This is an optimization exercise on Yosys and OpenROAD, whose aim is small area, a short achievable clock period and few clock cycles, not a production implementation. The RTL was checked by simulation tests, not by an equivalence proof against the original design. Power and IR drop assume default switching activity.

## SHA256
module SHA256(idata, odata, eoc, clk, rst, soc, rd, hash);
	input  clk, rst, soc, rd;
	input  [31:0] idata;
	output [31:0] odata;
	output eoc;
	output [255:0] hash;
	localparam [255:0] IV = {32'h6a09e667, 32'hbb67ae85, 32'h3c6ef372, 32'ha54ff53a,
	                         32'h510e527f, 32'h9b05688c, 32'h1f83d9ab, 32'h5be0cd19};
	reg        rst_r;
	reg  [6:0] cnt;
	reg  [2:0] ptr;                               
	reg        eoc_r;
	reg        rnd, last, fin, ff, load, wsel;
	wire       sat   = cnt[6] & cnt[1];           
	wire [6:0] cnt_n = soc ? 7'd0 : sat ? cnt : cnt + 7'd1;
	assign eoc = eoc_r;
	always @(posedge clk) begin
		rst_r <= rst;
		cnt   <= cnt_n;
		eoc_r <= cnt_n == 7'd66;
		rnd   <= (cnt_n != 7'd0) & (cnt_n <= 7'd64);         
		last  <= cnt_n == 7'd64;                              
		fin   <= cnt_n == 7'd65;                              
		ff    <= (cnt_n == 7'd62) | (cnt_n == 7'd63);         
		load  <= (cnt_n != 7'd0) & (cnt_n <= 7'd4);           
		wsel  <= cnt_n >= 7'd16;                              
		if (soc)
			ptr <= 3'd1;
		else if (rd & eoc_r)
			ptr <= ptr + 3'd1;
	end
	reg  [31:0] w [0:15];
	wire [31:0] w1 = w[1], w14 = w[14];
	wire [31:0] ls0 = {w1[6:0], w1[31:7]} ^ {w1[17:0], w1[31:18]} ^ (w1 >> 3);
	wire [31:0] ls1 = {w14[16:0], w14[31:17]} ^ {w14[18:0], w14[31:19]} ^ (w14 >> 10);
	wire [31:0] x1s = w[0] ^ ls0 ^ w[9];
	wire [31:0] x1c = {(w[0][30:0] & ls0[30:0]) | (w[0][30:0] & w[9][30:0]) | (ls0[30:0] & w[9][30:0]), 1'b0};
	wire [31:0] x2s = x1s ^ x1c ^ ls1;
	wire [31:0] x2c = {(x1s[30:0] & x1c[30:0]) | (x1s[30:0] & ls1[30:0]) | (x1c[30:0] & ls1[30:0]), 1'b0};
	wire [31:0] wexp;
	add32_bk uwx(x2s, x2c, wexp);
	integer i;
	always @(posedge clk) begin
		for (i = 0; i < 15; i = i + 1)
  ...
==> flow/config.mk <==
export PLATFORM = sky130hd
export DESIGN_NAME = SHA256
export DESIGN_NICKNAME = SHA256
export VERILOG_FILES = /design/flow/design.v
export SDC_FILE = /design/flow/constraint.sdc
export NUM_CORES = 4
export LEC_CHECK = 0
export ABC_AREA = 1
export CAP_MARGIN = 20
export CORE_MARGIN = 2
export CORE_UTILIZATION = 50
export SLEW_MARGIN = 20
==> flow/constraint.sdc <==
create_clock -name core_clock -period 11.0 [get_ports {clk}]
set_input_delay 2.2000 -clock core_clock [delete_from_list [all_inputs] [get_ports {clk}]]
set_output_delay 2.2000 -clock core_clock [all_outputs]
set_load 0.01 [all_outputs]
standard.sh (not shown) runs the stock make flow with config.mk's settings and CLKGATE_MAP_FILE= SYNTH_SCRIPT=/design/flow/synth_recipe.tcl, a recipe that flattens the netlist after the stock synthesis.
==> flow/flow/run.sh <==
#!/bin/bash
set -euo pipefail
# Up to clock tree synthesis, repair_timing aims at a 7.4 ns setup margin;
# after global routing only at 7.0 ns, so that it does not add buffers
# chasing the last tenths of a nanosecond with routed parasitics.
bash standard.sh "DONT_USE_CELLS=sky130_fd_sc_hd__probe_p_8 sky130_fd_sc_hd__probec_p_8 sky130_fd_sc_hd__lpflow_bleeder_1 sky130_fd_sc_hd__lpflow_clkbufkapwr_1 sky130_fd_sc_hd__lpflow_clkbufkapwr_16 sky130_fd_sc_hd__lpflow_clkbufkapwr_2 sky130_fd_sc_hd__lpflow_clkbufkapwr_4 sky130_fd_sc_hd__lpflow_clkbufkapwr_8 sky130_fd_sc_hd__lpflow_clkinvkapwr_1 sky130_fd_sc_hd__lpflow_clkinvkapwr_16 sky130_fd_sc_hd__lpflow_clkinvkapwr_2 sky130_fd_sc_hd__lpflow_clkinvkapwr_4 sky130_fd_sc_hd__lpflow_clkinvkapwr_8 sky130_fd_sc_hd__lpflow_decapkapwr_12 sky130_fd_sc_hd__lpflow_decapkapwr_3 sky130_fd_sc_hd__lpflow_decapkapwr_4 sky130_fd_sc_hd__lpflow_decapkapwr_6 sky130_fd_sc_hd__lpflow_decapkapwr_8 sky130_fd_sc_hd__lpflow_inputiso0n_1 sky130_fd_sc_hd__lpflow_inputiso0p_1 sky130_fd_sc_hd__lpflow_inputiso1n_1 sky130_fd_sc_hd__lpflow_inputiso1p_1 sky130_fd_sc_hd__lpflow_inputisolatch_1 sky130_fd_sc_hd__lpflow_isobufsrc_1 sky130_fd_sc_hd__lpflow_isobufsrc_16 sky130_fd_sc_hd__lpflow_isobufsrc_2 sky130_fd_sc_hd__lpflow_isobufsrc_4 sky130_fd_sc_hd__lpflow_isobufsrc_8 sky130_fd_sc_hd__lpflow_isobufsrckapwr_16 sky130_fd_sc_hd__lpflow_lsbuf_lh_hl_isowell_tap_1 sky130_fd_sc_hd__lpflow_lsbuf_lh_hl_isowell_tap_2 sky130_fd_sc_hd__lpflow_lsbuf_lh_hl_isowell_tap_4 sky130_fd_sc_hd__lpflow_lsbuf_lh_isowell_4 sky130_fd_sc_hd__lpflow_lsbuf_lh_isowell_tap_1 sky130_fd_sc_hd__lpflow_lsbuf_lh_isowell_tap_2 sky130_fd_sc_hd__lpflow_lsbuf_lh_isowell_tap_4  sky130_fd_sc_hd__fa_1 sky130_fd_sc_hd__fa_2 sky130_fd_sc_hd__fa_4 sky130_fd_sc_hd__ha_1 sky130_fd_sc_hd__ha_2 sky130_fd_sc_hd__ha_4" SETUP_SLACK_MARGIN=7.4 "CTS_ARGS=-sink_clustering_enable -repair_clock_nets -dont_use_dummy_load -sink_clustering_size 20 -sink_clustering_max_diameter 100" "BUFFER_PORTS_ARGS=-buffer_cell sky130_fd_sc_hd__buf_2" cts > standard_cts.log 2>&1
bash standard.sh "DONT_USE_CELLS=sky130_fd_sc_hd__probe_p_8 sky130_fd_sc_hd__probec_p_8 sky130_fd_sc_hd__lpflow_bleeder_1 sky130_fd_sc_hd__lpflow_clkbufkapwr_1 sky130_fd_sc_hd__lpflow_clkbufkapwr_16 sky130_fd_sc_hd__lpflow_clkbufkapwr_2 sky130_fd_sc_hd__lpflow_clkbufkapwr_4 sky130_fd_sc_hd__lpflow_clkbufkapwr_8 sky130_fd_sc_hd__lpflow_clkinvkapwr_1 sky130_fd_sc_hd__lpflow_clkinvkapwr_16 sky130_fd_sc_hd__lpflow_clkinvkapwr_2 sky130_fd_sc_hd__lpflow_clkinvkapwr_4 sky130_fd_sc_hd__lpflow_clkinvkapwr_8 sky130_fd_sc_hd__lpflow_decapkapwr_12 sky130_fd_sc_hd__lpflow_decapkapwr_3 sky130_fd_sc_hd__lpflow_decapkapwr_4 sky130_fd_sc_hd__lpflow_decapkapwr_6 sky130_fd_sc_hd__lpflow_decapkapwr_8 sky130_fd_sc_hd__lpflow_inputiso0n_1 sky130_fd_sc_hd__lpflow_inputiso0p_1 sky130_fd_sc_hd__lpflow_inputiso1n_1 sky130_fd_sc_hd__lpflow_inputiso1p_1 sky130_fd_sc_hd__lpflow_inputisolatch_1 sky130_fd_sc_hd__lpflow_isobufsrc_1 sky130_fd_sc_hd__lpflow_isobufsrc_16 sky130_fd_sc_hd__lpflow_isobufsrc_2 sky130_fd_sc_hd__lpflow_isobufsrc_4 sky130_fd_sc_hd__lpflow_isobufsrc_8 sky130_fd_sc_hd__lpflow_isobufsrckapwr_16 sky130_fd_sc_hd__lpflow_lsbuf_lh_hl_isowell_tap_1 sky130_fd_sc_hd__lpflow_lsbuf_lh_hl_isowell_tap_2 sky130_fd_sc_hd__lpflow_lsbuf_lh_hl_isowell_tap_4 sky130_fd_sc_hd__lpflow_lsbuf_lh_isowell_4 sky130_fd_sc_hd__lpflow_lsbuf_lh_isowell_tap_1 sky130_fd_sc_hd__lpflow_lsbuf_lh_isowell_tap_2 sky130_fd_sc_hd__lpflow_lsbuf_lh_isowell_tap_4  sky130_fd_sc_hd__fa_1 sky130_fd_sc_hd__fa_2 sky130_fd_sc_hd__fa_4 sky130_fd_sc_hd__ha_1 sky130_fd_sc_hd__ha_2 sky130_fd_sc_hd__ha_4" SETUP_SLACK_MARGIN=7.0 "CTS_ARGS=-sink_clustering_enable -repair_clock_nets -dont_use_dummy_load -sink_clustering_size 20 -sink_clustering_max_diameter 100" "BUFFER_PORTS_ARGS=-buffer_cell sky130_fd_sc_hd__buf_2" finish > standard_finish.log 2>&1
The baseline passed the timing, design-rule and antenna checks.
Testbench counts at the start, summed over its fixed seeds: cycles 19,902.
==> next run, changes <==
--- a/flow/config.mk
+++ b/flow/config.mk
@@ -10,3 +10,3 @@
 export CORE_MARGIN = 2
-export CORE_UTILIZATION = 50
+export CORE_UTILIZATION = 55
 export SLEW_MARGIN = 20
After rerunning: Maximum frequency grows by 3.5%; final cell count shrinks by about 1.7%; total power grows by about 2%; critical path depth grows by 24; sequential share of layout area hardly moves; die area shrinks by about 9%; sequential cell count stays the same.

-- port drivers added, routing unchanged --
In the flow no input, the clock included, has a driving cell. The finished layouts below were timed again as built, in two steps.
Step 1 assumes that a clkbuf_16 drives the clock port and a buf_2 every other input.
Step 2 times the ports against the registers' clock, not the clock port: input delays grow and output delays shrink by t, the midpoint of the rising clock arrivals with the driver on.
a / b / c = ideal / step 1 / step 2; a / b = the first two.
| run | shift t [ns] | setup slack, ns | latest minus earliest clock arrival (ns) | cell pins on the clock port's net |
|---|---|---|---|---|
| the first run | 0.732 | 7.100 / 7.100 / 7.100 | 0.070 / 0.070 | 1 |
| the second run | 0.741 | 7.231 / 7.231 / 7.199 | 0.083 / 0.082 | 1 |
After both steps every run listed still meets setup and hold. For the second run, which loses most, drivers alone change the setup slack by 0.000 ns; drivers and shift together by -0.032 ns.
